Context: an optimization exercise on an open-source flow, tuned for small area and a short achievable clock period. The choices shown serve that exercise and are no tape-out recipe. Function was checked by simulation only, so behaviour that the tests miss may differ from the original. Power and IR drop assume default switching activity.

`design/flow/design.v`:
```
module alu(input  [31:0] a,
           input  [31:0] b,
           input  [3:0]  alucontrol,
           input         clr,
           output [31:0] result,
           output        eq);
  wire        sub = alucontrol[3] | (alucontrol[1] & ~alucontrol[2]);
  wire [31:0] bx  = b ^ {32{sub}};
  wire [31:0] p   = a ^ bx;
  wire [31:0] g   = a & bx;
  wire [31:0] G0 = {g[31:1], g[0] | (p[0] & sub)};
  wire [31:0] P0 = p;
  wire [31:0] G1, P1;
  assign G1[0] = G0[0];
  assign P1[0] = P0[0];
  assign G1[1] = G0[1] | (P0[1] & G0[0]);
  assign P1[1] = P0[1] & P0[0];
  assign G1[2] = G0[2];
  assign P1[2] = P0[2];
  assign G1[3] = G0[3] | (P0[3] & G0[2]);
  assign P1[3] = P0[3] & P0[2];
  assign G1[4] = G0[4];
  assign P1[4] = P0[4];
  assign G1[5] = G0[5] | (P0[5] & G0[4]);
  assign P1[5] = P0[5] & P0[4];
  assign G1[6] = G0[6];
  assign P1[6] = P0[6];
  assign G1[7] = G0[7] | (P0[7] & G0[6]);
  assign P1[7] = P0[7] & P0[6];
  assign G1[8] = G0[8];
  assign P1[8] = P0[8];
  assign G1[9] = G0[9] | (P0[9] & G0[8]);
  assign P1[9] = P0[9] & P0[8];
  assign G1[10] = G0[10];
  assign P1[10] = P0[10];
  assign G1[11] = G0[11] | (P0[11] & G0[10]);
  assign P1[11] = P0[11] & P0[10];
  assign G1[12] = G0[12];
  assign P1[12] = P0[12];
  assign G1[13] = G0[13] | (P0[13] & G0[12]);
  assign P1[13] = P0[13] & P0[12];
  assign G1[14] = G0[14];
  assign P1[14] = P0[14];
  assign G1[15] = G0[15] | (P0[15] & G0[14]);
  assign P1[15] = P0[15] & P0[14];
  assign G1[16] = G0[16];
  assign P1[16] = P0[16];
  assign G1[17] = G0[17] | (P0[17] & G0[16]);
  assign P1[17] = P0[17] & P0[16];
  assign G1[18] = G0[18];
  assign P1[18] = P0[18];
  assign G1[19] = G0[19] | (P0[19] & G0[18]);
  assign P1[19] = P0[19] & P0[18];
  assign G1[20] = G0[20];
  assign P1[20] = P0[20];
  assign G1[21] = G0[21] | (P0[21] & G0[20]);
  assign P1[21] = P0[21] & P0[20];
  assign G1[22] = G0[22];
  assign P1[22] = P0[22];
  assign G1[23] = G0[23] | (P0[23] & G0[22]);
  assign P1[23] = P0[23] & P0[22];
  assign G1[24] = G0[24];
  assign P1[24] = P0[24];
  assign G1[25] = G0[25] | (P0[25] & G0[24]);
  assign P1[25] = P0[25] & P0[24];
  assign G1[26] = G0[26];
  assign P1[26] = P0[26];
  assign G1[27] = G0[27] | (P0[27] & G0[26]);
  assign P1[27] = P0[27] & P0[26];
  assign G1[28] = G0[28];
  assign P1[28] = P0[28];
  assign G1[29] = G0[29] | (P0[29] & G0[28]);
  assign P1[29] = P0[29] & P0[28];
  assign G1[30] = G0[30];
  assign P1[30] = P0[30];
  assign G1[31] = G0[31] | (P0[31] & G0[30]);
  assign P1[31] = P0[31] & P0[30];
  wire [31:0] G2, P2;
  assign G2[0] = G1[0];
  assign P2[0] = P1[0];
  assign G2[1] = G1[1];
  assign P2[1] = P1[1];
  assign G2[2] = G1[2] | (P1[2] & G1[1]);
  assign P2[2] = P1[2] & P1[1];
  assign G2[3] = G1[3] | (P1[3] & G1[1]);
  assign P2[3] = P1[3] & P1[1];
  assign G2[4] = G1[4];
  assign P2[4] = P1[4];
  assign G2[5] = G1[5];
  assign P2[5] = P1[5];
  assign G2[6] = G1[6] | (P1[6] & G1[5]);
  assign P2[6] = P1[6] & P1[5];
  assign G2[7] = G1[7] | (P1[7] & G1[5]);
  assign P2[7] = P1[7] & P1[5];
  assign G2[8] = G1[8];
  assign P2[8] = P1[8];
  assign G2[9] = G1[9];
  assign P2[9] = P1[9];
  assign G2[10] = G1[10] | (P1[10] & G1[9]);
  assign P2[10] = P1[10] & P1[9];
  assign G2[11] = G1[11] | (P1[11] & G1[9]);
  assign P2[11] = P1[11] & P1[9];
  assign G2[12] = G1[12];
  assign P2[12] = P1[12];
  assign G2[13] = G1[13];
  assign P2[13] = P1[13];
  assign G2[14] = G1[14] | (P1[14] & G1[13]);
  assign P2[14] = P1[14] & P1[13];
  assign G2[15] = G1[15] | (P1[15] & G1[13]);
  assign P2[15] = P1[15] & P1[13];
  assign G2[16] = G1[16];
  assign P2[16] = P1[16];
  assign G2[17] = G1[17];
  assign P2[17] = P1[17];
  assign G2[18] = G1[18] | (P1[18] & G1[17]);
  assign P2[18] = P1[18] & P1[17];
  assign G2[19] = G1[19] | (P1[19] & G1[17]);
  assign P2[19] = P1[19] & P1[17];
  assign G2[20] = G1[20];
  assign P2[20] = P1[20];
  assign G2[21] = G1[21];
  assign P2[21] = P1[21];
  assign G2[22] = G1[22] | (P1[22] & G1[21]);
  assign P2[22] = P1[22] & P1[21];
  assign G2[23] = G1[23] | (P1[23] & G1[21]);
  assign P2[23] = P1[23] & P1[21];
  assign G2[24] = G1[24];
  assign P2[24] = P1[24];
  assign G2[25] = G1[25];
  assign P2[25] = P1[25];
  assign G2[26] = G1[26] | (P1[26] & G1[25]);
  assign P2[26] = P1[26] & P1[25];
  assign G2[27] = G1[27] | (P1[27] & G1[25]);
  assign P2[27] = P1[27] & P1[25];
  assign G2[28] = G1[28];
  assign P2[28] = P1[28];
  assign G2[29] = G1[29];
  assign P2[29] = P1[29];
  assign G2[30] = G1[30] | (P1[30] & G1[29]);
  assign P2[30] = P1[30] & P1[29];
  assign G2[31] = G1[31] | (P1[31] & G1[29]);
  assign P2[31] = P1[31] & P1[29];
  wire [31:0] G3, P3;
  assign G3[0] = G2[0];
  assign P3[0] = P2[0];
  assign G3[1] = G2[1];
  assign P3[1] = P2[1];
  assign G3[2] = G2[2];
  assign P3[2] = P2[2];
  assign G3[3] = G2[3];
  assign P3[3] = P2[3];
  assign G3[4] = G2[4] | (P2[4] & G2[3]);
  assign P3[4] = P2[4] & P2[3];
  assign G3[5] = G2[5] | (P2[5] & G2[3]);
  assign P3[5] = P2[5] & P2[3];
  assign G3[6] = G2[6] | (P2[6] & G2[3]);
  assign P3[6] = P2[6] & P2[3];
  assign G3[7] = G2[7] | (P2[7] & G2[3]);
  assign P3[7] = P2[7] & P2[3];
  assign G3[8] = G2[8];
  assign P3[8] = P2[8];
  assign G3[9] = G2[9];
  assign P3[9] = P2[9];
  assign G3[10] = G2[10];
  assign P3[10] = P2[10];
  assign G3[11] = G2[11];
  assign P3[11] = P2[11];
  assign G3[12] = G2[12] | (P2[12] & G2[11]);
  assign P3[12] = P2[12] & P2[11];
  assign G3[13] = G2[13] | (P2[13] & G2[11]);
  assign P3[13] = P2[13] & P2[11];
  assign G3[14] = G2[14] | (P2[14] & G2[11]);
  assign P3[14] = P2[14] & P2[11];
  assign G3[15] = G2[15] | (P2[15] & G2[11]);
  assign P3[15] = P2[15] & P2[11];
  assign G3[16] = G2[16];
  assign P3[16] = P2[16];
  assign G3[17] = G2[17];
  assign P3[17] = P2[17];
  assign G3[18] = G2[18];
  assign P3[18] = P2[18];
  assign G3[19] = G2[19];
  assign P3[19] = P2[19];
  assign G3[20] = G2[20] | (P2[20] & G2[19]);
  assign P3[20] = P2[20] & P2[19];
  assign G3[21] = G2[21] | (P2[21] & G2[19]);
  assign P3[21] = P2[21] & P2[19];
  assign G3[22] = G2[22] | (P2[22] & G2[19]);
  assign P3[22] = P2[22] & P2[19];
  assign G3[23] = G2[23] | (P2[23] & G2[19]);
  assign P3[23] = P2[23] & P2[19];
  assign G3[24] = G2[24];
  assign P3[24] = P2[24];
  assign G3[25] = G2[25];
  assign P3[25] = P2[25];
  assign G3[26] = G2[26];
  assign P3[26] = P2[26];
  assign G3[27] = G2[27];
  assign P3[27] = P2[27];
  assign G3[28] = G2[28] | (P2[28] & G2[27]);
  assign P3[28] = P2[28] & P2[27];
  assign G3[29] = G2[29] | (P2[29] & G2[27]);
  assign P3[29] = P2[29] & P2[27];
  assign G3[30] = G2[30] | (P2[30] & G2[27]);
  assign P3[30] = P2[30] & P2[27];
  assign G3[31] = G2[31] | (P2[31] & G2[27]);
  assign P3[31] = P2[31] & P2[27];
  wire [31:0] G4, P4;
  assign G4[0] = G3[0];
  assign P4[0] = P3[0];
  assign G4[1] = G3[1];
  assign P4[1] = P3[1];
  assign G4[2] = G3[2];
  assign P4[2] = P3[2];
  assign G4[3] = G3[3];
  assign P4[3] = P3[3];
  assign G4[4] = G3[4];
  assign P4[4] = P3[4];
  assign G4[5] = G3[5];
  assign P4[5] = P3[5];
  assign G4[6] = G3[6];
  assign P4[6] = P3[6];
  assign G4[7] = G3[7];
  assign P4[7] = P3[7];
  assign G4[8] = G3[8] | (P3[8] & G3[7]);
  assign P4[8] = P3[8] & P3[7];
  assign G4[9] = G3[9] | (P3[9] & G3[7]);
  assign P4[9] = P3[9] & P3[7];
  assign G4[10] = G3[10] | (P3[10] & G3[7]);
  assign P4[10] = P3[10] & P3[7];
  assign G4[11] = G3[11] | (P3[11] & G3[7]);
  assign P4[11] = P3[11] & P3[7];
  assign G4[12] = G3[12] | (P3[12] & G3[7]);
  assign P4[12] = P3[12] & P3[7];
  assign G4[13] = G3[13] | (P3[13] & G3[7]);
  assign P4[13] = P3[13] & P3[7];
  assign G4[14] = G3[14] | (P3[14] & G3[7]);
  assign P4[14] = P3[14] & P3[7];
  assign G4[15] = G3[15] | (P3[15] & G3[7]);
  assign P4[15] = P3[15] & P3[7];
  assign G4[16] = G3[16];
  assign P4[16] = P3[16];
  assign G4[17] = G3[17];
  assign P4[17] = P3[17];
  assign G4[18] = G3[18];
  assign P4[18] = P3[18];
  assign G4[19] = G3[19];
  assign P4[19] = P3[19];
  assign G4[20] = G3[20];
  assign P4[20] = P3[20];
  assign G4[21] = G3[21];
  assign P4[21] = P3[21];
  assign G4[22] = G3[22];
  assign P4[22] = P3[22];
  assign G4[23] = G3[23];
  assign P4[23] = P3[23];
  assign G4[24] = G3[24] | (P3[24] & G3[23]);
  assign P4[24] = P3[24] & P3[23];
  assign G4[25] = G3[25] | (P3[25] & G3[23]);
  assign P4[25] = P3[25] & P3[23];
  assign G4[26] = G3[26] | (P3[26] & G3[23]);
  assign P4[26] = P3[26] & P3[23];
  assign G4[27] = G3[27] | (P3[27] & G3[23]);
  assign P4[27] = P3[27] & P3[23];
  assign G4[28] = G3[28] | (P3[28] & G3[23]);
  assign P4[28] = P3[28] & P3[23];
  assign G4[29] = G3[29] | (P3[29] & G3[23]);
  assign P4[29] = P3[29] & P3[23];
  assign G4[30] = G3[30] | (P3[30] & G3[23]);
  assign P4[30] = P3[30] & P3[23];
  assign G4[31] = G3[31] | (P3[31] & G3[23]);
  assign P4[31] = P3[31] & P3[23];
  wire [31:0] G5, P5;
  assign G5[0] = G4[0];
  assign P5[0] = P4[0];
  assign G5[1] = G4[1];
  assign P5[1] = P4[1];
  assign G5[2] = G4[2];
  assign P5[2] = P4[2];
  assign G5[3] = G4[3];
  assign P5[3] = P4[3];
  assign G5[4] = G4[4];
  assign P5[4] = P4[4];
  assign G5[5] = G4[5];
  assign P5[5] = P4[5];
  assign G5[6] = G4[6];
  assign P5[6] = P4[6];
  assign G5[7] = G4[7];
  assign P5[7] = P4[7];
  assign G5[8] = G4[8];
  assign P5[8] = P4[8];
  assign G5[9] = G4[9];
  assign P5[9] = P4[9];
  assign G5[10] = G4[10];
  assign P5[10] = P4[10];
  assign G5[11] = G4[11];
  assign P5[11] = P4[11];
  assign G5[12] = G4[12];
  assign P5[12] = P4[12];
  assign G5[13] = G4[13];
  assign P5[13] = P4[13];
  assign G5[14] = G4[14];
  assign P5[14] = P4[14];
  assign G5[15] = G4[15];
  assign P5[15] = P4[15];
  assign G5[16] = G4[16] | (P4[16] & G4[15]);
  assign P5[16] = P4[16] & P4[15];
  assign G5[17] = G4[17] | (P4[17] & G4[15]);
  assign P5[17] = P4[17] & P4[15];
  assign G5[18] = G4[18] | (P4[18] & G4[15]);
  assign P5[18] = P4[18] & P4[15];
  assign G5[19] = G4[19] | (P4[19] & G4[15]);
  assign P5[19] = P4[19] & P4[15];
  assign G5[20] = G4[20] | (P4[20] & G4[15]);
  assign P5[20] = P4[20] & P4[15];
  assign G5[21] = G4[21] | (P4[21] & G4[15]);
  assign P5[21] = P4[21] & P4[15];
  assign G5[22] = G4[22] | (P4[22] & G4[15]);
  assign P5[22] = P4[22] & P4[15];
  assign G5[23] = G4[23] | (P4[23] & G4[15]);
  assign P5[23] = P4[23] & P4[15];
  assign G5[24] = G4[24] | (P4[24] & G4[15]);
  assign P5[24] = P4[24] & P4[15];
  assign G5[25] = G4[25] | (P4[25] & G4[15]);
  assign P5[25] = P4[25] & P4[15];
  assign G5[26] = G4[26] | (P4[26] & G4[15]);
  assign P5[26] = P4[26] & P4[15];
  assign G5[27] = G4[27] | (P4[27] & G4[15]);
  assign P5[27] = P4[27] & P4[15];
  assign G5[28] = G4[28] | (P4[28] & G4[15]);
  assign P5[28] = P4[28] & P4[15];
  assign G5[29] = G4[29] | (P4[29] & G4[15]);
  assign P5[29] = P4[29] & P4[15];
  assign G5[30] = G4[30] | (P4[30] & G4[15]);
  assign P5[30] = P4[30] & P4[15];
  assign G5[31] = G4[31] | (P4[31] & G4[15]);
  assign P5[31] = P4[31] & P4[15];
  wire [32:0] c   = {G5, sub};
  wire [31:0] s   = p ^ c[31:0];
  wire        lt  = c[32] ^ (alucontrol[0] | p[31]);
  wire sel_ar  = ~clr & ~alucontrol[3] & ~alucontrol[2];
  wire sel_lt  = ~clr &  alucontrol[3];
  wire lg_ok   = ~clr & ~alucontrol[3] &  alucontrol[2];
  wire k_g     = lg_ok & ~alucontrol[1];                        
  wire k_p     = lg_ok & (alucontrol[1] ^ alucontrol[0]);       
  wire k_n     = lg_ok &  alucontrol[1] & alucontrol[0];        
  assign result = ({32{sel_ar}} & s) | ({32{k_g}} & g) | ({32{k_p}} & p) |
                  ({32{k_n}} & ~(p | g)) | {31'd0, sel_lt & lt};
  assign eq     = &p;
endmodule
module EX #(parameter BR = 0, parameter WD = 0)
         (input         CLK,
          input         reset,
          input         ALUSrc,
          input  [3:0]  ALUControl,
          input         Branch,
          input         BranchN,
          input  [31:0] RD1,
          input  [31:0] RD2,
          input  [31:0] ExtImm,
          input  [31:0] PCPlus4,
          input  [3:0]  Tag,
          input         Pred,
          output        PCSrc,
          output [31:0] ALUOut,
          output [31:0] WriteData,
          output [31:0] PCBranch,
          output [3:0]  Tago,
          output [4:0]  BTAPTag,
          output [31:0] BTAPAddr);
  wire [31:0] Imm  = {{16{ExtImm[16]}}, ExtImm[15:0]};
  wire [31:0] SrcB = ALUSrc ? Imm : RD2;
  wire [31:0] res;
  wire        eq;
  alu a1(.a(RD1), .b(SrcB), .alucontrol(ALUControl), .clr(reset), .result(res), .eq(eq));
  reg [3:0] TagE;
  always @(posedge CLK)
    TagE <= reset ? 4'd0 : Tag;
  assign Tago = TagE;
  generate
    if (WD) begin : g_wd
      reg [31:0] WDE;
      always @(posedge CLK)
        WDE <= reset ? 32'd0 : RD2;
      assign WriteData = WDE;
    end else begin : g_nowd
      assign WriteData = 32'd0;
    end
    if (BR) begin : g_br
      wire        isbr   = Branch | BranchN;
      wire        taken  = (Branch & eq) | (BranchN & ~eq);
      wire [29:0] target = PCPlus4[31:2] + {{14{ExtImm[15]}}, ExtImm[15:0]};
      reg  [31:0] OutE;
      reg  [29:0] PCE;
      reg         TakenE, PCSrcE;
      always @(posedge CLK) begin
        OutE   <= (isbr & ~reset) ? {target, 2'b00} : res;
        PCE    <= PCPlus4[31:2];
        TakenE <= taken;
        PCSrcE <= taken ^ Pred;
      end
      assign ALUOut   = OutE;
      assign BTAPAddr = OutE;
      assign PCBranch = {TakenE ? OutE[31:2] : PCE, 2'b00};
      assign PCSrc    = PCSrcE;
      assign BTAPTag  = PCE[4:0] - 5'd1;
    end else begin : g_nobr
      reg [31:0] OutE;
      always @(posedge CLK)
        OutE <= res;
      assign ALUOut   = OutE;
      assign BTAPAddr = 32'd0;
      assign PCBranch = 32'd0;
      assign PCSrc    = 1'b0;
      assign BTAPTag  = 5'd0;
    end
  endgenerate
endmodule
module ex_cluster(input         CLK,
                  input         reset,
                  input         ALUSrcD1,
                  input  [3:0]  ALUControlD1,
                  input         BranchD1,
                  input         BranchND1,
                  input  [31:0] RDD11,
                  input  [31:0] RDD21,
                  input  [31:0] ExtImmD1,
                  input  [31:0] PCPlus41,
                  input  [3:0]  TagD1,
                  input         PredD1,
                  input         ALUSrcD2,
                  input  [3:0]  ALUControlD2,
                  input         BranchD2,
                  input         BranchND2,
                  input  [31:0] RDD12,
                  input  [31:0] RDD22,
                  input  [31:0] ExtImmD2,
                  input  [31:0] PCPlus42,
                  input  [3:0]  TagD2,
                  input         PredD2,
                  input         ALUSrcD3,
                  input  [3:0]  ALUControlD3,
                  input  [31:0] RDD13,
                  input  [31:0] RDD23,
                  input  [31:0] ExtImmD3,
                  input  [3:0]  TagD3,
                  input         ALUSrcD4,
                  input  [3:0]  ALUControlD4,
                  input  [31:0] RDD14,
                  input  [31:0] RDD24,
                  input  [31:0] ExtImmD4,
                  input  [3:0]  TagD4,
                  output        PCSrc1,
                  output [31:0] ALUOutE1,
                  output [3:0]  TagoE1,
                  output [31:0] PCBranch1,
                  output [4:0]  BTAPTag1,
                  output [31:0] BTAPAddr1,
                  output        PCSrc2,
                  output [31:0] ALUOutE2,
                  output [3:0]  TagoE2,
                  output [31:0] PCBranch2,
                  output [4:0]  BTAPTag2,
                  output [31:0] BTAPAddr2,
                  output [31:0] ALUOutE3,
                  output [31:0] WriteDataE3,
                  output [3:0]  TagoE3,
                  output [31:0] ALUOutE4,
                  output [3:0]  TagoE4);
  wire [31:0] unused_wd1, unused_wd2, unused_wd4;
  wire [31:0] unused_pcb3, unused_pcb4, unused_ba3, unused_ba4;
  wire [4:0]  unused_bt3, unused_bt4;
  wire        unused_ps3, unused_ps4;
  EX #(.BR(1), .WD(0)) ex1(.CLK(CLK), .reset(reset),
         .ALUSrc(ALUSrcD1), .ALUControl(ALUControlD1), .Branch(BranchD1), .BranchN(BranchND1),
         .RD1(RDD11), .RD2(RDD21), .ExtImm(ExtImmD1), .PCPlus4(PCPlus41), .Tag(TagD1), .Pred(PredD1),
         .PCSrc(PCSrc1), .ALUOut(ALUOutE1), .WriteData(unused_wd1), .PCBranch(PCBranch1), .Tago(TagoE1), .BTAPTag(BTAPTag1), .BTAPAddr(BTAPAddr1));
  EX #(.BR(1), .WD(0)) ex2(.CLK(CLK), .reset(reset),
         .ALUSrc(ALUSrcD2), .ALUControl(ALUControlD2), .Branch(BranchD2), .BranchN(BranchND2),
         .RD1(RDD12), .RD2(RDD22), .ExtImm(ExtImmD2), .PCPlus4(PCPlus42), .Tag(TagD2), .Pred(PredD2),
         .PCSrc(PCSrc2), .ALUOut(ALUOutE2), .WriteData(unused_wd2), .PCBranch(PCBranch2), .Tago(TagoE2), .BTAPTag(BTAPTag2), .BTAPAddr(BTAPAddr2));
  EX #(.BR(0), .WD(1)) ex3(.CLK(CLK), .reset(reset),
         .ALUSrc(ALUSrcD3), .ALUControl(ALUControlD3), .Branch(1'b0), .BranchN(1'b0),
         .RD1(RDD13), .RD2(RDD23), .ExtImm(ExtImmD3), .PCPlus4(32'd0), .Tag(TagD3), .Pred(1'b0),
         .PCSrc(unused_ps3), .ALUOut(ALUOutE3), .WriteData(WriteDataE3), .PCBranch(unused_pcb3), .Tago(TagoE3), .BTAPTag(unused_bt3), .BTAPAddr(unused_ba3));
  EX #(.BR(0), .WD(0)) ex4(.CLK(CLK), .reset(reset),
         .ALUSrc(ALUSrcD4), .ALUControl(ALUControlD4), .Branch(1'b0), .BranchN(1'b0),
         .RD1(RDD14), .RD2(RDD24), .ExtImm(ExtImmD4), .PCPlus4(32'd0), .Tag(TagD4), .Pred(1'b0),
         .PCSrc(unused_ps4), .ALUOut(ALUOutE4), .WriteData(unused_wd4), .PCBranch(unused_pcb4), .Tago(TagoE4), .BTAPTag(unused_bt4), .BTAPAddr(unused_ba4));
endmodule
```
`design/flow/flow/run.sh`:
```
#!/bin/bash
# The standard layout (standard.sh) with these changes:
#  - synthesis maps the logic with a delay-driven ABC script (flow/synth.tcl,
#    flow/abc.script) and without Yosys's full-adder extraction;
#  - port buffers are sky130_fd_sc_hd__buf_1 cells;
#  - timing repair up to clock tree synthesis aims for 6 ns of setup slack,
#    and after global routing only for 4 ns.
# make's full output goes to make_cts.log and make_finish.log in the work folder.
set -euo pipefail
export OWN_WORK="$PWD"
export OWN_ABC_SCRIPT="$PWD/flow/abc.script"
common=("SYNTH_SCRIPT=$PWD/flow/synth.tcl" ADDER_MAP_FILE=
        "BUFFER_PORTS_ARGS=-buffer_cell sky130_fd_sc_hd__buf_1")
bash standard.sh "${common[@]}" SETUP_SLACK_MARGIN=6 cts > make_cts.log 2>&1
bash standard.sh "${common[@]}" SETUP_SLACK_MARGIN=4 finish > make_finish.log 2>&1
```
`design/flow/flow/abc.script`:
```
strash
dch -f
map -D 1600
buffer -p
upsize -D 1600
dnsize -D 1600
stime -p
```
`design/flow/flow/synth.tcl`:
```
# The standard synthesis (synth_recipe.tcl in the work folder), with one
# change: ABC maps the logic with a delay-driven script (abc.script beside
# this file) instead of ORFS's default script. Registers are mapped before
# ABC runs, exactly as in the standard synthesis.
proc abc {args} {
  set i [lsearch -exact $args -script]
  if {$i >= 0} {
    set args [lreplace $args $i [expr {$i + 1}] -script $::env(OWN_ABC_SCRIPT)]
  }
  set j [lsearch -exact $args -D]
  if {$j >= 0} { set args [lreplace $args $j [expr {$j + 1}]] }
  yosys abc {*}$args
}
source $::env(OWN_WORK)/synth_recipe.tcl
```
`design/flow/standard.sh`:
```
#!/bin/bash
# synth_recipe.tcl (not shown) runs the flow's synth.tcl, then flattens the netlist and writes it again
# the make line also repeats each setting of config.mk as NAME=value (left out here)
make -C /OpenROAD-flow-scripts/flow DESIGN_CONFIG=/design/flow/config.mk WORK_HOME=/design/flow/orfs CLKGATE_MAP_FILE= SYNTH_SCRIPT=/design/flow/synth_recipe.tcl "${@:-finish}"
```
`design/flow/config.mk`:
```
export PLATFORM = sky130hd
export DESIGN_NAME = ex_cluster
export DESIGN_NICKNAME = ex_cluster
export VERILOG_FILES = /design/flow/design.v
export SDC_FILE = /design/flow/constraint.sdc
export NUM_CORES = 8
export LEC_CHECK = 0
export CAP_MARGIN = 20
export CORE_MARGIN = 2
export CORE_UTILIZATION = 40
export SLEW_MARGIN = 20
```
`design/flow/constraint.sdc`:
```
create_clock -name core_clock -period 10.0 [get_ports {CLK}]
set_input_delay 2.0000 -clock core_clock [delete_from_list [all_inputs] [get_ports {CLK}]]
set_output_delay 2.0000 -clock core_clock [all_outputs]
set_load 0.01 [all_outputs]
```
==> results of run 1 <==
[worst min path at each step]
| stage | startpoint | endpoint | slack [ns] |
|---|---|---|---|
| after floorplan | PCPlus41[2] | ex1.g_br.PCE[0] | 2.03 |
| final | PCPlus42[4] | ex2.g_br.PCE[2] | 1.54 |
| after CTS | PCPlus42[4] | ex2.g_br.PCE[2] | 1.49 |
| after detailed placement | PCPlus42[5] | ex2.g_br.PCE[3] | 2.15 |
| after global routing | PCPlus42[5] | ex2.g_br.PCE[3] | 1.52 |
| after global placement | PCPlus41[2] | ex1.g_br.PCE[0] | 2.15 |
[metrics by stage]
step                cell area, um^2  cells
global route                  28230   5267
global placement              26200   5155
floorplan                     23510   3822
CTS                           28200   5256
finish                        28240   5272
detailed placement            26200   5155
[worst max-delay path: cells and delay by family]
kind / cells / cell delay (ns)
AND/OR/NAND/NOR: 5 / 0.64
buffers and inverters: 2 / 0.36
XOR/XNOR: 1 / 0.16
AO/OA/AOI/OAI: 6 / 1.45
[flip-flops by register name (all words and copies together) (netlist names)]
name	count
ex1.g_br.OutE	32
ex2.g_br.OutE	32
ex3.g_nobr.OutE	32
ex3.g_wd.WDE	32
ex4.g_nobr.OutE	32
ex1.g_br.PCE	30
ex2.g_br.PCE	30
ex1.TagE	4
ex2.TagE	4
ex3.TagE	4
ex4.TagE	4
ex1.g_br.PCSrcE	1
ex1.g_br.TakenE	1
ex2.g_br.PCSrcE	1
ex2.g_br.TakenE	1
[synth_stat cells (40+ instances only)]
master	instances	area share
a21oi_1	223	0.049
a22oi_1	71	0.023
a31oi_1	69	0.019
and2_1	40	0.011
buf_4	79	0.026
clkbuf_1	68	0.011
dfxtp_1	240	0.21
inv_1	466	0.076
mux2_2	54	0.026
nand2_1	881	0.14
nand3_1	157	0.034
nor2_1	581	0.095
nor3_1	40	0.0087
o21ai_0	194	0.042
o21ai_1	61	0.013
o221ai_1	52	0.020
xnor2_1	85	0.032
xor2_1	60	0.023
[cells by family (layout without fill, tap and decap cells)]
logic type	Yosys count	count (layout)	share of synthesized area
muxes	66	66	0.03165
DFF	240	240	0.2088
other	1	20	0.0001630
buffers and inverters	667	1344	0.1301
and+or+nand+nor	1830	1830	0.3330
AOI/OAI and AO/OA	869	870	0.2404
xor gates and xnor gates	146	146	0.05590
[report_power, final]
part           switching (uW)  leakage (uW)  internal [uW]
logic                    1020        0.0103            546
registers                60.4       0.00200           1040
clock network             477      0.000505            650
total                    1560        0.0128           2240
[metal layers]
| metal | vias up | track usage | wire length (um) |
|---|---|---|---|
| met5 | - | 0 | 85 |
| met4 | 14 | 0.1047 | 3384 |
| met3 | 143 | 0.06367 | 7719 |
| met2 | 1066 | 0.5094 | 43690 |
| met1 | 12343 | 0.3912 | 40550 |
| li1 | 13914 | - | - |
[repair_timing]
action | in CTS | in global routing
gates resized for setup | 128 | 0
setup endpoints to repair | 158 | 0
setup buffers | 41 | 0
[layout make-up]
| cell class | instances | area, um^2 | share of cell area |
|---|---|---|---|
| antenna | 16 | 40.04 | 0.001418 |
| clock buffer | 40 | 889.6 | 0.03150 |
| clock inverter | 15 | 127.6 | 0.004518 |
| inverter | 481 | 1859 | 0.06583 |
| multi-input combinational | 2916 | 16020 | 0.5672 |
| sequential | 240 | 4808 | 0.1702 |
| tap | 756 | 945.9 | 0.03349 |
| timing repair buffer | 805 | 3532 | 0.1251 |
| timing repair inverter | 3 | 21.27 | 0.0007531 |
==> results.txt, run 1 <==
Total negative slack = 0 ns
Crit path capture type = register
Origin of the worst setup path = ALUSrcD1
Hpwl dp = 74430 um
Initial core utilization = 0.4065
FFs w/ async S/R, synth = 0
Synth Instances = 3819
Drt pass-1 iters = 6
Critical path, cell by cell = buf_1, buf_12, nor2_1, a21oi_1, xnor2_1, nand2_1, a21oi_1, nand2_1, o211ai_4, o21bai_1, nand3_1, o2bb2ai_1, nand3_1, a22oi_1
GRT overflow = 0
CTS root buf = clkbuf_16
Core area = 0.05660 mm^2
Die W = 243.8 um
Pwr Density = 134.6 mW/mm^2
Crit-path slowest cell = o211ai_4
Vias in the first global route = 25206
Worst Setup Start Kind = input port
Total GRT Usage = 0.3060
Min Tclk post-route = 4.177 ns
Pleak = 0.01281 uW
Clock buffer count from CTS = 31
WHS = 1.537 ns
Mean post-synth cell area = 6.025 um^2
Longest Clk Path Bufs = 3
Die Height = 243.8 um
CP required = 10.44 ns
Rel. slew slack = 0.3468
Hold Fails Final Rpt = 0
TritonCTS clock tree = done
Final ANT Viol Nets = 0
Netlist cell types = 82
Warnings from Yosys = 3
Routed WL = 95420 um
#FFs+latches synth = 240
Drt drc = 0
Final worst slack = 5.823 ns
CP Class = input port to register
Fillers = 6047
Final Wtd Congestion = 0.9312
CTS hold repair buffers = 0
Core Util, Final = 0.4990
Most frequent cells in the layout = nand2_1 (859), buf_1 (726), nor2_1 (550), inv_1 (460), dfxtp_1 (239)
Max Slew Vio Count = 0
Prevailing post-synth register cell = dfxtp_1
Clock sink count = 240
Synthesized cell area = 0.02301 mm^2
Critical path arrival = 4.62 ns
Initial drt markers = 2022
Setup violators final = 0
Hold crit path type = input port to register
Total of max-cap violations = 0
Largest net degree at the start of global routing = 51
Row count = 87
Routed via count = 27480
Worst-path fanout max = 22
Routed len/inst = 18.10 um
Drt via density = 5.212
Critical path endpoint = ex1.g_br.OutE[21]
Fmax = 239.4 MHz
Htree depth = 1
Port buffer count = 739
# IOs = 808
Power, Total = 3803 uW
Worst hold stages = 1
Peak supply drop = 0.1513 mV
Syn-to-layout area delta = 22.76%
Setup WS pre-CTS = 3.863 ns
Die Area = 0.05946 mm^2
Number of flops mapped to enable cells by yosys = 0
Slew at the pin with the worst max-slew slack = 0.9787 ns
Unrepaired setup endpoints after global routing = no
CP max stage delay = 0.45 ns
Final Cycle Share = 0.4177
Initial antenna violation count = 25
First-pass GRT wire length = 143800 um
Commonest non-fill, non-tap cell in the layout = nand2_1
Seq/Total Area, Yosys = 0.2088
Nets = 4970
Share of post-route cells with drive strength above 1 = 0.1000
Status = no timing/DRC/antenna violations
Clk pin slew, worst setup/hold paths = 0.06 ns
==> run 2, diff against run 1 <==
--- a/design/flow/design.v
+++ b/design/flow/design.v
@@ -348,6 +348,243 @@
                   ({32{k_n}} & ~(p | g)) | {31'd0, sel_lt & lt};
   assign eq     = &p;
 endmodule
+module tgt_add(input  [21:0] pc,
+               input  [21:0] imm,
+               output [21:0] t,
+               output        co);
+  wire [21:0] p = pc[21:0] ^ imm;
+  wire [21:0] g = pc[21:0] & imm;
+  wire [21:0] G0 = g;
+  wire [21:0] P0 = p;
+  wire [21:0] G1, P1;
+  assign G1[0] = G0[0];
+  assign P1[0] = P0[0];
+  assign G1[1] = G0[1] | (P0[1] & G0[0]);
+  assign P1[1] = P0[1] & P0[0];
+  assign G1[2] = G0[2];
+  assign P1[2] = P0[2];
+  assign G1[3] = G0[3] | (P0[3] & G0[2]);
+  assign P1[3] = P0[3] & P0[2];
+  assign G1[4] = G0[4];
+  assign P1[4] = P0[4];
+  assign G1[5] = G0[5] | (P0[5] & G0[4]);
+  assign P1[5] = P0[5] & P0[4];
+  assign G1[6] = G0[6];
+  assign P1[6] = P0[6];
+  assign G1[7] = G0[7] | (P0[7] & G0[6]);
+  assign P1[7] = P0[7] & P0[6];
+  assign G1[8] = G0[8];
+  assign P1[8] = P0[8];
+  assign G1[9] = G0[9] | (P0[9] & G0[8]);
+  assign P1[9] = P0[9] & P0[8];
+  assign G1[10] = G0[10];
+  assign P1[10] = P0[10];
+  assign G1[11] = G0[11] | (P0[11] & G0[10]);
+  assign P1[11] = P0[11] & P0[10];
+  assign G1[12] = G0[12];
+  assign P1[12] = P0[12];
+  assign G1[13] = G0[13] | (P0[13] & G0[12]);
+  assign P1[13] = P0[13] & P0[12];
+  assign G1[14] = G0[14];
+  assign P1[14] = P0[14];
+  assign G1[15] = G0[15] | (P0[15] & G0[14]);
+  assign P1[15] = P0[15] & P0[14];
+  assign G1[16] = G0[16];
+  assign P1[16] = P0[16];
+  assign G1[17] = G0[17] | (P0[17] & G0[16]);
+  assign P1[17] = P0[17] & P0[16];
+  assign G1[18] = G0[18];
+  assign P1[18] = P0[18];
+  assign G1[19] = G0[19] | (P0[19] & G0[18]);
+  assign P1[19] = P0[19] & P0[18];
+  assign G1[20] = G0[20];
+  assign P1[20] = P0[20];
+  assign G1[21] = G0[21] | (P0[21] & G0[20]);
+  assign P1[21] = P0[21] & P0[20];
+  wire [21:0] G2, P2;
+  assign G2[0] = G1[0];
+  assign P2[0] = P1[0];
+  assign G2[1] = G1[1];
+  assign P2[1] = P1[1];
+  assign G2[2] = G1[2] | (P1[2] & G1[1]);
+  assign P2[2] = P1[2] & P1[1];
+  assign G2[3] = G1[3] | (P1[3] & G1[1]);
+  assign P2[3] = P1[3] & P1[1];
+  assign G2[4] = G1[4];
+  assign P2[4] = P1[4];
+  assign G2[5] = G1[5];
+  assign P2[5] = P1[5];
+  assign G2[6] = G1[6] | (P1[6] & G1[5]);
+  assign P2[6] = P1[6] & P1[5];
+  assign G2[7] = G1[7] | (P1[7] & G1[5]);
+  assign P2[7] = P1[7] & P1[5];
+  assign G2[8] = G1[8];
+  assign P2[8] = P1[8];
+  assign G2[9] = G1[9];
+  assign P2[9] = P1[9];
+  assign G2[10] = G1[10] | (P1[10] & G1[9]);
+  assign P2[10] = P1[10] & P1[9];
+  assign G2[11] = G1[11] | (P1[11] & G1[9]);
+  assign P2[11] = P1[11] & P1[9];
+  assign G2[12] = G1[12];
+  assign P2[12] = P1[12];
+  assign G2[13] = G1[13];
+  assign P2[13] = P1[13];
+  assign G2[14] = G1[14] | (P1[14] & G1[13]);
+  assign P2[14] = P1[14] & P1[13];
+  assign G2[15] = G1[15] | (P1[15] & G1[13]);
+  assign P2[15] = P1[15] & P1[13];
+  assign G2[16] = G1[16];
+  assign P2[16] = P1[16];
+  assign G2[17] = G1[17];
+  assign P2[17] = P1[17];
+  assign G2[18] = G1[18] | (P1[18] & G1[17]);
+  assign P2[18] = P1[18] & P1[17];
+  assign G2[19] = G1[19] | (P1[19] & G1[17]);
+  assign P2[19] = P1[19] & P1[17];
+  assign G2[20] = G1[20];
+  assign P2[20] = P1[20];
+  assign G2[21] = G1[21];
+  assign P2[21] = P1[21];
+  wire [21:0] G3, P3;
+  assign G3[0] = G2[0];
+  assign P3[0] = P2[0];
+  assign G3[1] = G2[1];
+  assign P3[1] = P2[1];
+  assign G3[2] = G2[2];
+  assign P3[2] = P2[2];
+  assign G3[3] = G2[3];
+  assign P3[3] = P2[3];
+  assign G3[4] = G2[4] | (P2[4] & G2[3]);
+  assign P3[4] = P2[4] & P2[3];
+  assign G3[5] = G2[5] | (P2[5] & G2[3]);
+  assign P3[5] = P2[5] & P2[3];
+  assign G3[6] = G2[6] | (P2[6] & G2[3]);
+  assign P3[6] = P2[6] & P2[3];
+  assign G3[7] = G2[7] | (P2[7] & G2[3]);
+  assign P3[7] = P2[7] & P2[3];
+  assign G3[8] = G2[8];
+  assign P3[8] = P2[8];
+  assign G3[9] = G2[9];
+  assign P3[9] = P2[9];
+  assign G3[10] = G2[10];
+  assign P3[10] = P2[10];
+  assign G3[11] = G2[11];
+  assign P3[11] = P2[11];
+  assign G3[12] = G2[12] | (P2[12] & G2[11]);
+  assign P3[12] = P2[12] & P2[11];
+  assign G3[13] = G2[13] | (P2[13] & G2[11]);
+  assign P3[13] = P2[13] & P2[11];
+  assign G3[14] = G2[14] | (P2[14] & G2[11]);
+  assign P3[14] = P2[14] & P2[11];
+  assign G3[15] = G2[15] | (P2[15] & G2[11]);
+  assign P3[15] = P2[15] & P2[11];
+  assign G3[16] = G2[16];
+  assign P3[16] = P2[16];
+  assign G3[17] = G2[17];
+  assign P3[17] = P2[17];
+  assign G3[18] = G2[18];
+  assign P3[18] = P2[18];
+  assign G3[19] = G2[19];
+  assign P3[19] = P2[19];
+  assign G3[20] = G2[20] | (P2[20] & G2[19]);
+  assign P3[20] = P2[20] & P2[19];
+  assign G3[21] = G2[21] | (P2[21] & G2[19]);
+  assign P3[21] = P2[21] & P2[19];
+  wire [21:0] G4, P4;
+  assign G4[0] = G3[0];
+  assign P4[0] = P3[0];
+  assign G4[1] = G3[1];
+  assign P4[1] = P3[1];
+  assign G4[2] = G3[2];
+  assign P4[2] = P3[2];
+  assign G4[3] = G3[3];
+  assign P4[3] = P3[3];
+  assign G4[4] = G3[4];
+  assign P4[4] = P3[4];
+  assign G4[5] = G3[5];
+  assign P4[5] = P3[5];
+  assign G4[6] = G3[6];
+  assign P4[6] = P3[6];
+  assign G4[7] = G3[7];
+  assign P4[7] = P3[7];
+  assign G4[8] = G3[8] | (P3[8] & G3[7]);
+  assign P4[8] = P3[8] & P3[7];
+  assign G4[9] = G3[9] | (P3[9] & G3[7]);
+  assign P4[9] = P3[9] & P3[7];
+  assign G4[10] = G3[10] | (P3[10] & G3[7]);
+  assign P4[10] = P3[10] & P3[7];
+  assign G4[11] = G3[11] | (P3[11] & G3[7]);
+  assign P4[11] = P3[11] & P3[7];
+  assign G4[12] = G3[12] | (P3[12] & G3[7]);
+  assign P4[12] = P3[12] & P3[7];
+  assign G4[13] = G3[13] | (P3[13] & G3[7]);
+  assign P4[13] = P3[13] & P3[7];
+  assign G4[14] = G3[14] | (P3[14] & G3[7]);
+  assign P4[14] = P3[14] & P3[7];
+  assign G4[15] = G3[15] | (P3[15] & G3[7]);
+  assign P4[15] = P3[15] & P3[7];
+  assign G4[16] = G3[16];
+  assign P4[16] = P3[16];
+  assign G4[17] = G3[17];
+  assign P4[17] = P3[17];
+  assign G4[18] = G3[18];
+  assign P4[18] = P3[18];
+  assign G4[19] = G3[19];
+  assign P4[19] = P3[19];
+  assign G4[20] = G3[20];
+  assign P4[20] = P3[20];
+  assign G4[21] = G3[21];
+  assign P4[21] = P3[21];
+  wire [21:0] G5, P5;
+  assign G5[0] = G4[0];
+  assign P5[0] = P4[0];
+  assign G5[1] = G4[1];
+  assign P5[1] = P4[1];
+  assign G5[2] = G4[2];
+  assign P5[2] = P4[2];
+  assign G5[3] = G4[3];
+  assign P5[3] = P4[3];
+  assign G5[4] = G4[4];
+  assign P5[4] = P4[4];
+  assign G5[5] = G4[5];
+  assign P5[5] = P4[5];
+  assign G5[6] = G4[6];
+  assign P5[6] = P4[6];
+  assign G5[7] = G4[7];
+  assign P5[7] = P4[7];
+  assign G5[8] = G4[8];
+  assign P5[8] = P4[8];
+  assign G5[9] = G4[9];
+  assign P5[9] = P4[9];
+  assign G5[10] = G4[10];
+  assign P5[10] = P4[10];
+  assign G5[11] = G4[11];
+  assign P5[11] = P4[11];
+  assign G5[12] = G4[12];
+  assign P5[12] = P4[12];
+  assign G5[13] = G4[13];
+  assign P5[13] = P4[13];
+  assign G5[14] = G4[14];
+  assign P5[14] = P4[14];
+  assign G5[15] = G4[15];
+  assign P5[15] = P4[15];
+  assign G5[16] = G4[16] | (P4[16] & G4[15]);
+  assign P5[16] = P4[16] & P4[15];
+  assign G5[17] = G4[17] | (P4[17] & G4[15]);
+  assign P5[17] = P4[17] & P4[15];
+  assign G5[18] = G4[18] | (P4[18] & G4[15]);
+  assign P5[18] = P4[18] & P4[15];
+  assign G5[19] = G4[19] | (P4[19] & G4[15]);
+  assign P5[19] = P4[19] & P4[15];
+  assign G5[20] = G4[20] | (P4[20] & G4[15]);
+  assign P5[20] = P4[20] & P4[15];
+  assign G5[21] = G4[21] | (P4[21] & G4[15]);
+  assign P5[21] = P4[21] & P4[15];
+  wire [22:0] c = {G5, 1'b0};
+  assign t  = p ^ c[21:0];
+  assign co = c[22];
+endmodule
 module EX #(parameter BR = 0, parameter WD = 0)
          (input         CLK,
           input         reset,
@@ -387,23 +624,39 @@
       assign WriteData = 32'd0;
     end
     if (BR) begin : g_br
-      wire        isbr   = Branch | BranchN;
-      wire        taken  = (Branch & eq) | (BranchN & ~eq);
-      wire [29:0] target = PCPlus4[31:2] + {{14{ExtImm[15]}}, ExtImm[15:0]};
-      reg  [31:0] OutE;
-      reg  [29:0] PCE;
-      reg         TakenE, PCSrcE;
+      wire        isbr  = Branch | BranchN;
+      wire        taken = (Branch & eq) | (BranchN & ~eq);
+      localparam LO = 22;
+      localparam HI = 30 - LO;
+      wire [LO-1:0] tlo;
+      wire          co;
+      tgt_add ta(.pc(PCPlus4[LO+1:2]), .imm({{(LO-16){ExtImm[15]}}, ExtImm[15:0]}), .t(tlo), .co(co));
+      wire          up   = co & ~ExtImm[15];
+      wire          down = ~co & ExtImm[15];
+      reg  [31:0]   OutE;
+      reg  [LO-1:0] PCLoE;
+      reg           TakenE, PCSrcE;
       always @(posedge CLK) begin
-        OutE   <= (isbr & ~reset) ? {target, 2'b00} : res;
-        PCE    <= PCPlus4[31:2];
+        OutE   <= (isbr & ~reset) ? {PCPlus4[31:LO+2], tlo, up, down} : res;
+        PCLoE  <= PCPlus4[LO+1:2];
         TakenE <= taken;
         PCSrcE <= taken ^ Pred;
       end
+      wire [HI-1:0] hi = OutE[31:LO+2];
+      wire [HI-1:0] flip;
+      genvar i;
+      for (i = 0; i < HI; i = i + 1) begin : g_flip
+        if (i == 0) begin : g0
+          assign flip[i] = OutE[1] | OutE[0];
+        end else begin : gi
+          assign flip[i] = (OutE[1] & (&hi[i-1:0])) | (OutE[0] & ~(|hi[i-1:0]));
+        end
+      end
       assign ALUOut   = OutE;
-      assign BTAPAddr = OutE;
-      assign PCBranch = {TakenE ? OutE[31:2] : PCE, 2'b00};
+      assign BTAPAddr = {hi ^ flip, OutE[LO+1:2], 2'b00};
+      assign PCBranch = {hi ^ (flip & {HI{TakenE}}), TakenE ? OutE[LO+1:2] : PCLoE, 2'b00};
       assign PCSrc    = PCSrcE;
-      assign BTAPTag  = PCE[4:0] - 5'd1;
+      assign BTAPTag  = PCLoE[4:0] - 5'd1;
     end else begin : g_nobr
       reg [31:0] OutE;
       always @(posedge CLK)
==> design/flow/flow/run.sh (replaced) <==
#!/bin/bash
# The standard layout (standard.sh) with these changes:
#  - synthesis maps the logic with ABC scripts of its own (flow/synth.tcl)
#    and without Yosys's full-adder extraction;
#  - port buffers are sky130_fd_sc_hd__buf_1 cells;
#  - timing repair up to clock tree synthesis aims for 6.3 ns of setup
#    slack, and after global routing for 6 ns.
# make's full output goes to make_cts.log and make_finish.log in the work folder.
set -euo pipefail
export OWN_WORK="$PWD"
export OWN_FLOW="$PWD/flow"
common=("SYNTH_SCRIPT=$PWD/flow/synth.tcl" ADDER_MAP_FILE=
        "BUFFER_PORTS_ARGS=-buffer_cell sky130_fd_sc_hd__buf_1")
bash standard.sh "${common[@]}" SETUP_SLACK_MARGIN=6.3 cts > make_cts.log 2>&1
bash standard.sh "${common[@]}" SETUP_SLACK_MARGIN=6 finish > make_finish.log 2>&1
==> design/flow/flow/abc_in.script (new file) <==
strash
dch
map -B 0.9
topo
stime -c
buffer -c
upsize -c
dnsize -c
==> design/flow/flow/abc_out.script (new file) <==
strash
dch -f
map -D 400
topo
buffer -p
upsize -D 400
dnsize -D 400
stime -p
==> design/flow/flow/synth.tcl (replaced) <==
# The standard synthesis (synth_recipe.tcl in the work folder), with one
# change in the technology mapping of the logic: ABC first maps the logic
# between the registers and the output ports with a tight delay target
# (flow/abc_out.script), then all other logic (flow/abc_in.script).
# Registers are mapped before ABC runs, exactly as in the standard synthesis.
proc abc {args} {
  set i [lsearch -exact $args -script]
  if {$i >= 0} { set args [lreplace $args $i [expr {$i + 1}]] }
  set j [lsearch -exact $args -D]
  if {$j >= 0} { set args [lreplace $args $j [expr {$j + 1}]] }
  yosys select -set outcone o:* %cie*
  yosys abc -script $::env(OWN_FLOW)/abc_out.script {*}$args @outcone
  yosys select -clear
  yosys opt_clean
  yosys abc -script $::env(OWN_FLOW)/abc_in.script {*}$args
}
source $::env(OWN_WORK)/synth_recipe.tcl
removed: design/flow/flow/abc.script
==> results.txt, run 2 <==
Status = no timing/DRC/antenna violations
Seq/Total Area, Yosys = 0.1929 (-0.01589)
Critical path arrival = 1.91 ns (-2.71 ns)
Max Slew Vio Count = 0 (unchanged)
CTS root buf = clkbuf_16
Rel. slew slack = 0.3689 (+0.02208)
Min Tclk post-route = 3.906 ns (-0.2713 ns)
Synth Instances = 4231 (+11%)
Setup violators final = 0 (unchanged)
Worst Setup Start Kind = register
Ranking of synthesized cells by area = nand2_1 (25%), dfxtp_1 (19%), inv_1 (8.6%)
Number of flops mapped to enable cells by yosys = 0 (unchanged)
Mean post-synth cell area = 5.494 um^2 (-8.8%)
# IOs = 808 (unchanged)
Routed via count = 28869 (+5.1%)
Total GRT Usage = 0.2970 (-0.009022)
Drt pass-1 iters = 6 (unchanged)
Hold crit path type = input port to register
Slew at the pin with the worst max-slew slack = 0.9456 ns (-0.03308 ns)
CP Class = register to output port
Syn-to-layout area delta = 24.26%
Warnings from Yosys = 3 (unchanged)
Vias in the first global route = 25756 (+2.2%)
Final Cycle Share = 0.3906 (-0.02713)
Longest Clk Path Bufs = 3 (unchanged)
Commonest non-fill, non-tap cell in the layout = nand2_1
CP required = 8.00 ns (-2.44 ns)
GRT overflow = 0 (unchanged)
Most frequent cell after synthesis = nand2_1
Total negative slack = 0 ns (unchanged)
Clock sink count = 224 (-6.7%)
First-pass GRT wire length = 141800 um (-1.4%)
Final ANT Viol Nets = 0 (unchanged)
Pwr Density = 133.4 mW/mm^2 (-0.96%)
Pleak = 0.01477 uW (+15%)
Hold Fails Final Rpt = 0 (unchanged)
Unrepaired setup endpoints after global routing = yes
Fillers = 6300 (+4.2%)
Synth top area share = 0.2493 (+0.04052)
Final Wtd Congestion = 0.9441 (+1.4%)
Clock buffer count from CTS = 30 (-3.2%)
Die Area = 0.06005 mm^2 (+1.0%)
WHS = 1.544 ns (+0.007200 ns)
Worst-path fanout max = 7 (-68%)
TritonCTS clock tree = done
Core area = 0.05759 mm^2 (+1.7%)
Largest net degree at the start of global routing = 51 (unchanged)
Worst hold stages = 1 (unchanged)
Initial core utilization = 0.4036 (-0.002839)
#FFs+latches synth = 224 (-6.7%)
Synthesized cell area = 0.02324 mm^2 (+1.0%)
Nets = 5407 (+8.8%)
Multi-input gate area = 0.01626 mm^2 (+1.5%)
Crit path capture type = output port
Netlist cell types = 68 (-17%)
Hpwl dp = 69790 um (-6.2%)
Register area = 0.004527 mm^2 (-5.9%)
Most frequent cells in the layout = nand2_1 (1492), buf_1 (697), inv_1 (515), nor2_1 (389), nand3_1 (310)
Clk pin slew, worst setup/hold paths = 0.06 ns (about the same)
Die W = 245.1 um (+0.50%)
Row count = 88 (+1.1%)
Htree depth = 1 (unchanged)
Fmax = 256.0 MHz (+6.9%)
Total of max-cap violations = 0 (unchanged)
Peak supply drop = 0.1361 mV (-10%)
Routed len/inst = 16.50 um (-8.9%)
Drt via density = 5.044 (-3.2%)
FFs w/ async S/R, synth = 0 (unchanged)
Area leader, netlist = nand2_1
Initial drt markers = 1950 (-3.6%)
Routed WL = 94430 um (-1.0%)
Most frequent cells after synthesis = nand2_1 (1544), inv_1 (532), nor2_1 (416)
Port buffer count = 735 (-0.54%)
Prevailing post-synth register cell = dfxtp_1
Share of post-route cells with drive strength above 1 = 0.1187 (+0.01870)
Drt drc = 0 (unchanged)
Die Height = 245.1 um (+0.50%)
Initial antenna violation count = 23 (-8.0%)
==> run 2: cell types whose count changed in the layout (fill, tap and decap cells not counted), moves of 36 or more <==
cell,before,now
o21ai_0,180,125
mux2_2,54,0
a22oi_1,70,3
o22ai_1,26,76
and2_1,38,2
nand2_2,25,115
a31oi_1,63,21
nand3_1,152,310
o221ai_1,49,11
inv_1,460,515
nand2_1,859,1492
nor2_1,550,389
==> run 2: per-layer routing <==
metal / wire length, um / vias up / global-route usage / part of all wire
met5: 74 / - / 0 / 0.00078
met4: 3209 / 10 / 0.1031 / 0.034
met3: 7611 / 165 / 0.04483 / 0.081
met2: 44550 / 1092 / 0.5090 / 0.47
met1: 38980 / 12897 / 0.3774 / 0.41
li1: - / 14705 / - / -
==> run 2: cells by family (layout without fill, tap and decap cells) <==
kind of cell	after synthesis	count (layout)	synth area share
and+or+nand+nor	2548	2553	0.4680
buffers and inverters	758	1450	0.1460
AOI/OAI and AO/OA	581	583	0.1457
DFF	224	224	0.1929
xor gates and xnor gates	117	117	0.04635
muxes	2	2	0.0008613
other	1	30	0.0001613
==> run 2: worst max-delay path: stages (launching register included) <==
cell and delay, ns:
dfxtp_1 0.38, nor3_1 0.34, nand3_1 0.14, nand2_1 0.14
nand3_1 0.08, nand2_1 0.07, buf_1 0.15
==> run 2: layout make-up <==
cell class              instances  share of cell area
diodes                         22            0.001906
clock buffers                  41             0.02985
clock inverters                13            0.008404
inverters                     578             0.07806
multi-input cells            3263              0.5631
flip-flops and latches        224              0.1567
well taps                     765             0.03314
repair buffers                813              0.1275
repair inverters                5            0.001300
==> run 2: stage by stage <==
step | instance area [um^2] | power, uW | setup slack, ns | std cells | util
2_1_floorplan | 23730 | 2147 | 6.189 | 4238 | -
3_3_place_gp | 26380 | 2515 | 5.049 | 5581 | 0.4581
3_5_place_dp | 26380 | 2524 | 5.014 | 5581 | 0.4581
4_1_cts | 28700 | 3846 | 6.092 | 5692 | 0.4984
5_1_grt | 28860 | 4100 | 5.990 | 5716 | 0.5012
6_report | 28880 | 3852 | 6.094 | 5724 | 0.5016
==> run 2: path summary, 6_finish.rpt <==
kind / end / startpoint / slack, ns
setup / recovery: PCBranch2[31] / ex2.g_br.OutE[29] / 6.09
hold / removal: ex1.g_br.PCLoE[5] / PCPlus41[7] / 1.54
==> run 2: what timing repair did <==
| item | 4_1_cts | 5_1_grt |
|---|---|---|
| buffers inserted | 42 | 9 |
| resized for setup | 172 | 8 |
| cloned | 15 | 1 |
| setup endpoints to repair | 195 | 14 |
| pin swaps | 25 | 3 |
| hold buffers | 0 | 0 |
==> run 2: report_power, final <==
part / total, uW / internal [uW] / switching, uW
clock network: 1220 / 755 / 469
registers: 1050 / 977 / 71.1
logic: 1580 / 534 / 1050
total: 3850 / 2270 / 1590
==> run 3, diff against run 2 <==
--- a/design/flow/design.v
+++ b/design/flow/design.v
@@ -2,6 +2,8 @@
            input  [31:0] b,
            input  [3:0]  alucontrol,
            input         clr,
+           input  [31:0] ext,
+           input         ext_en,
            output [31:0] result,
            output        eq);
   wire        sub = alucontrol[3] | (alucontrol[1] & ~alucontrol[2]);
@@ -338,14 +340,17 @@
   wire [32:0] c   = {G5, sub};
   wire [31:0] s   = p ^ c[31:0];
   wire        lt  = c[32] ^ (alucontrol[0] | p[31]);
-  wire sel_ar  = ~clr & ~alucontrol[3] & ~alucontrol[2];
-  wire sel_lt  = ~clr &  alucontrol[3];
-  wire lg_ok   = ~clr & ~alucontrol[3] &  alucontrol[2];
+  wire use_x   = ~clr & ext_en;
+  wire alu_ok  = ~clr & ~ext_en;
+  wire sel_ar  = alu_ok & ~alucontrol[3] & ~alucontrol[2];
+  wire sel_lt  = alu_ok &  alucontrol[3];
+  wire lg_ok   = alu_ok & ~alucontrol[3] &  alucontrol[2];
   wire k_g     = lg_ok & ~alucontrol[1];                        
   wire k_p     = lg_ok & (alucontrol[1] ^ alucontrol[0]);       
   wire k_n     = lg_ok &  alucontrol[1] & alucontrol[0];        
   assign result = ({32{sel_ar}} & s) | ({32{k_g}} & g) | ({32{k_p}} & p) |
-                  ({32{k_n}} & ~(p | g)) | {31'd0, sel_lt & lt};
+                  ({32{k_n}} & ~(p | g)) | ({32{use_x}} & ext) |
+                  {31'd0, sel_lt & lt};
   assign eq     = &p;
 endmodule
 module tgt_add(input  [21:0] pc,
@@ -609,7 +614,10 @@
   wire [31:0] SrcB = ALUSrc ? Imm : RD2;
   wire [31:0] res;
   wire        eq;
-  alu a1(.a(RD1), .b(SrcB), .alucontrol(ALUControl), .clr(reset), .result(res), .eq(eq));
+  wire [31:0] brv;
+  wire        brsel;
+  alu a1(.a(RD1), .b(SrcB), .alucontrol(ALUControl), .clr(reset), .ext(brv), .ext_en(brsel),
+         .result(res), .eq(eq));
   reg [3:0] TagE;
   always @(posedge CLK)
     TagE <= reset ? 4'd0 : Tag;
@@ -633,11 +641,13 @@
       tgt_add ta(.pc(PCPlus4[LO+1:2]), .imm({{(LO-16){ExtImm[15]}}, ExtImm[15:0]}), .t(tlo), .co(co));
       wire          up   = co & ~ExtImm[15];
       wire          down = ~co & ExtImm[15];
+      assign brv   = {PCPlus4[31:LO+2], tlo, up, down};
+      assign brsel = isbr;
       reg  [31:0]   OutE;
       reg  [LO-1:0] PCLoE;
       reg           TakenE, PCSrcE;
       always @(posedge CLK) begin
-        OutE   <= (isbr & ~reset) ? {PCPlus4[31:LO+2], tlo, up, down} : res;
+        OutE   <= res;
         PCLoE  <= PCPlus4[LO+1:2];
         TakenE <= taken;
         PCSrcE <= taken ^ Pred;
@@ -658,6 +668,8 @@
       assign PCSrc    = PCSrcE;
       assign BTAPTag  = PCLoE[4:0] - 5'd1;
     end else begin : g_nobr
+      assign brv   = 32'd0;
+      assign brsel = 1'b0;
       reg [31:0] OutE;
       always @(posedge CLK)
         OutE <= res;
==> design/flow/flow/run.sh (replaced) <==
#!/bin/bash
# The standard layout (standard.sh) with these changes:
#  - synthesis maps the logic with ABC scripts of its own (flow/synth.tcl)
#    and without Yosys's full-adder extraction;
#  - port buffers are sky130_fd_sc_hd__buf_1 cells;
#  - timing repair up to clock tree synthesis aims for 6.2 ns of setup
#    slack, and after global routing for 6 ns.
# make's full output goes to make_cts.log and make_finish.log in the work folder.
set -euo pipefail
export OWN_WORK="$PWD"
export OWN_FLOW="$PWD/flow"
common=("SYNTH_SCRIPT=$PWD/flow/synth.tcl" ADDER_MAP_FILE=
        "BUFFER_PORTS_ARGS=-buffer_cell sky130_fd_sc_hd__buf_1")
bash standard.sh "${common[@]}" SETUP_SLACK_MARGIN=6.2 cts > make_cts.log 2>&1
bash standard.sh "${common[@]}" SETUP_SLACK_MARGIN=6 finish > make_finish.log 2>&1
==> results.txt, run 3 <==
Status = no timing/DRC/antenna violations
Critical path, cell by cell = nor3b_4, nand2_2, o21ai_4, xor2_2, buf_2
Synth Instances = 4285 (+1.3%)
Netlist cell types = 67 (-1.5%)
Hpwl dp = 71470 um (+2.4%)
CP max stage delay = 0.36 ns (-0.02 ns)
Clock buffer count from CTS = 30 (unchanged)
Clk pin slew, worst setup/hold paths = 0.06 ns (about the same)
CP Class = register to output port
Routed WL = 94360 um (about the same)
Drt drc = 0 (unchanged)
Initial drt markers = 2149 (+10%)
Initial antenna violation count = 28 (+22%)
Final Cycle Share = 0.3951 (+0.004515)
Die Area = 0.05978 mm^2 (-0.46%)
Die Height = 244.5 um (-0.23%)
Worst Path Buf+Inv = 1 (unchanged)
CP Depth = 5 (-1)
Number of flops mapped to enable cells by yosys = 0 (unchanged)
Most frequent cells after synthesis = nand2_1 (1654), inv_1 (573), nand3_1 (406)
WHS = 1.547 ns (+0.002390 ns)
Drt pass-1 iters = 8 (+2)
Fillers = 6378 (+1.2%)
Largest net degree at the start of global routing = 51 (unchanged)
CP required = 8.00 ns (about the same)
Area leader, netlist = nand2_1
Syn-to-layout area delta = 20.82%
Max Slew Vio Count = 0 (unchanged)
Routed via count = 29048 (+0.62%)
First-pass GRT wire length = 140900 um (-0.62%)
Commonest non-fill, non-tap cell in the layout = nand2_1
Crit path capture type = output port
Unrepaired setup endpoints after global routing = yes
Placed cells = 5634 (+0.95%)
Multi-input gate area = 0.01559 mm^2 (-4.1%)
Total of max-cap violations = 0 (unchanged)
Core area = 0.05748 mm^2 (-0.19%)
Pleak = 0.01471 uW (-0.37%)
Drt via density = 5.054 (+0.20%)
Origin of the worst setup path = ex1.g_br.OutE[25]
Vias in the first global route = 25516 (-0.93%)
Clock sink count = 224 (unchanged)
Most frequent cells in the layout = nand2_1 (1636), buf_1 (705), inv_1 (565), nand3_1 (402), nor2_1 (335)
Final ANT Viol Nets = 0 (unchanged)
Slew at the pin with the worst max-slew slack = 1.127 ns (+0.1811 ns)
Total GRT Usage = 0.2968 (about the same)
Min Tclk post-route = 3.951 ns (+0.04515 ns)
Rel. slew slack = 0.2480 (-0.1209)
Prevailing post-synth register cell = dfxtp_1
Fmax = 253.1 MHz (-1.1%)
Row count = 88 (unchanged)
Htree depth = 1 (unchanged)
Core Util, Final = 0.4863 (-0.01523)
Worst path top cell family by delay = simple AND/OR/NAND/NOR gates
# IOs = 808 (unchanged)
Synthesized cell area = 0.02313 mm^2 (-0.47%)
Seq/Total Area, Yosys = 0.1938 (+0.0009078)
Routed len/inst = 16.42 um (-0.50%)
Worst-path fanout max = 7 (unchanged)
DP Area = 0.02587 mm^2 (-1.9%)
Worst Setup Start Kind = register
Hold Fails Final Rpt = 0 (unchanged)
Port buffer count = 735 (unchanged)
Critical path endpoint = BTAPAddr1[28]
Hold crit path type = input port to register
Die W = 244.5 um (-0.23%)
Mean post-synth cell area = 5.399 um^2 (-1.7%)
Pwr Density = 128.9 mW/mm^2 (-3.3%)
Crit-path slowest cell = dfxtp_4
Ranking of synthesized cells by area = nand2_1 (27%), dfxtp_1 (19%), inv_1 (9.3%)
Initial core utilization = 0.4025 (-0.001121)
GRT overflow = 0 (unchanged)
#FFs+latches synth = 224 (unchanged)
FFs w/ async S/R, synth = 0 (unchanged)
Warnings from Yosys = 3 (unchanged)
Total negative slack = 0 ns (unchanged)
TritonCTS clock tree = done
Longest Clk Path Bufs = 3 (unchanged)
Final Wtd Congestion = 0.9668 (+2.4%)
Most frequent cell after synthesis = nand2_1
Synth top area share = 0.2684 (+0.01902)
CTS root buf = clkbuf_16
Post-Layout Cell Count = 5748 (+0.42%)
Setup violators final = 0 (unchanged)
Peak supply drop = 0.1335 mV (-1.9%)
Register area = 0.004528 mm^2 (about the same)
Design Area, Final = 0.02795 mm^2 (-3.2%)
Critical path arrival = 1.95 ns (+0.04 ns)
Worst hold stages = 1 (unchanged)
Share of post-route cells with drive strength above 1 = 0.07616 (-0.04253)
Nets = 5434 (+0.50%)
[run 3: cell types whose count changed in the layout (fill, tap and decap cells not counted), sizes merged, moves of 14 or more]
cell   delta
nor2     -80
nand2    +81
nand3    +78
inv      +31
or2      -14
xnor2    -30
buf      -27
[run 3: how the worst min path moves through the flow]
stage | from | to | slack (ns)
after floorplan | PCPlus41[2] | ex1.g_br.PCLoE[0] | 2.03
after detailed placement | PCPlus41[2] | ex1.g_br.PCLoE[0] | 2.16
final | PCPlus42[16] | ex2.g_br.PCLoE[14] | 1.55
after CTS | PCPlus42[11] | ex2.g_br.PCLoE[9] | 1.52
after global placement | PCPlus42[11] | ex2.g_br.PCLoE[9] | 2.16
after global routing | PCPlus42[11] | ex2.g_br.PCLoE[9] | 1.53
[run 3: metrics by stage]
stage,total power [uW],setup slack [ns]
2_1_floorplan,2003,6.200
3_3_place_gp,2353,4.602
3_5_place_dp,2361,4.660
4_1_cts,3590,6.032
5_1_grt,3842,5.972
6_report,3603,6.049
[run 3: what timing repair did]
item | in CTS | in global routing
pin swaps | 18 | 9
resized for setup | 153 | 26
hold endpoints to repair | 0 | 0
buffers inserted | 21 | 6
gates cloned | 11 | 3
hold buffers | 0 | 0
endpoints found under the setup margin | 190 | 69
[run 3: cells by family after synthesis]
| group | share of synthesized area |
|---|---|
| AOI/OAI and AO/OA | 0.1423 |
| xor gates and xnor gates | 0.03250 |
| buffers and inverters | 0.1513 |
| DFF | 0.1938 |
| other | 0.0001621 |
| and+or+nand+nor | 0.4798 |
[run 3: layout make-up]
class	instances	share of cell area
multi-input cells	3293	0.5578
flip-flops and latches	224	0.1620
repair buffers	783	0.1215
inverters	607	0.08389
well taps	765	0.03424
clock buffers	41	0.03084
clock inverters	12	0.007117
diodes	20	0.001791
repair inverters	3	0.0008057
[run 3: per-layer routing]
layer | part of all wire | track usage | routed length (um)
met5 | 0.0012 | 0 | 115
met4 | 0.037 | 0.1241 | 3479
met3 | 0.084 | 0.05652 | 7917
met2 | 0.45 | 0.4863 | 42720
met1 | 0.43 | 0.3807 | 40120
[run 3: power breakdown]
| group | internal [uW] | total [uW] | switching (uW) |
|---|---|---|---|
| Combinational | 454 | 1410 | 957 |
| Clock | 724 | 1170 | 449 |
| Sequential | 966 | 1020 | 53.3 |
| Total | 2140 | 3600 | 1460 |

==> afterwards: timing with drivers on the ports <==
The results above use ideal ports. As a check the final layouts listed here were re-extracted and re-timed, cells and wires unchanged. Step 1 sets driving cells, clkbuf_16 on the clock port and buf_2 on the other inputs (assumed; they add their load-dependent delay and slew). Step 2 also shifts input and output timing later by t, the mid clock arrival at the registers, as if the neighbouring blocks saw the same clock. Slacks: ideal / step 1 / step 2; pairs: ideal / step 1.
run | t, ns | slack for setup (ns) | hold WS [ns] | clock arrival spread, ns | cell pins on the clock port's net
run 1 | 0.659 | 5.823 / 5.823 / 5.164 | 1.537 / 1.502 / 2.160 | 0.021 / 0.021 | 1
run 2 | 0.667 | 6.094 / 6.031 / 5.484 | 1.544 / 1.502 / 2.169 | 0.014 / 0.014 | 1
run 3 | 0.657 | 6.049 / 5.985 / 5.540 | 1.547 / 1.509 / 2.167 | 0.023 / 0.023 | 1
After both steps setup and hold are still met in every run listed. For run 1, which loses most, drivers alone change the setup slack by 0.000 ns; drivers and shift together by -0.659 ns.
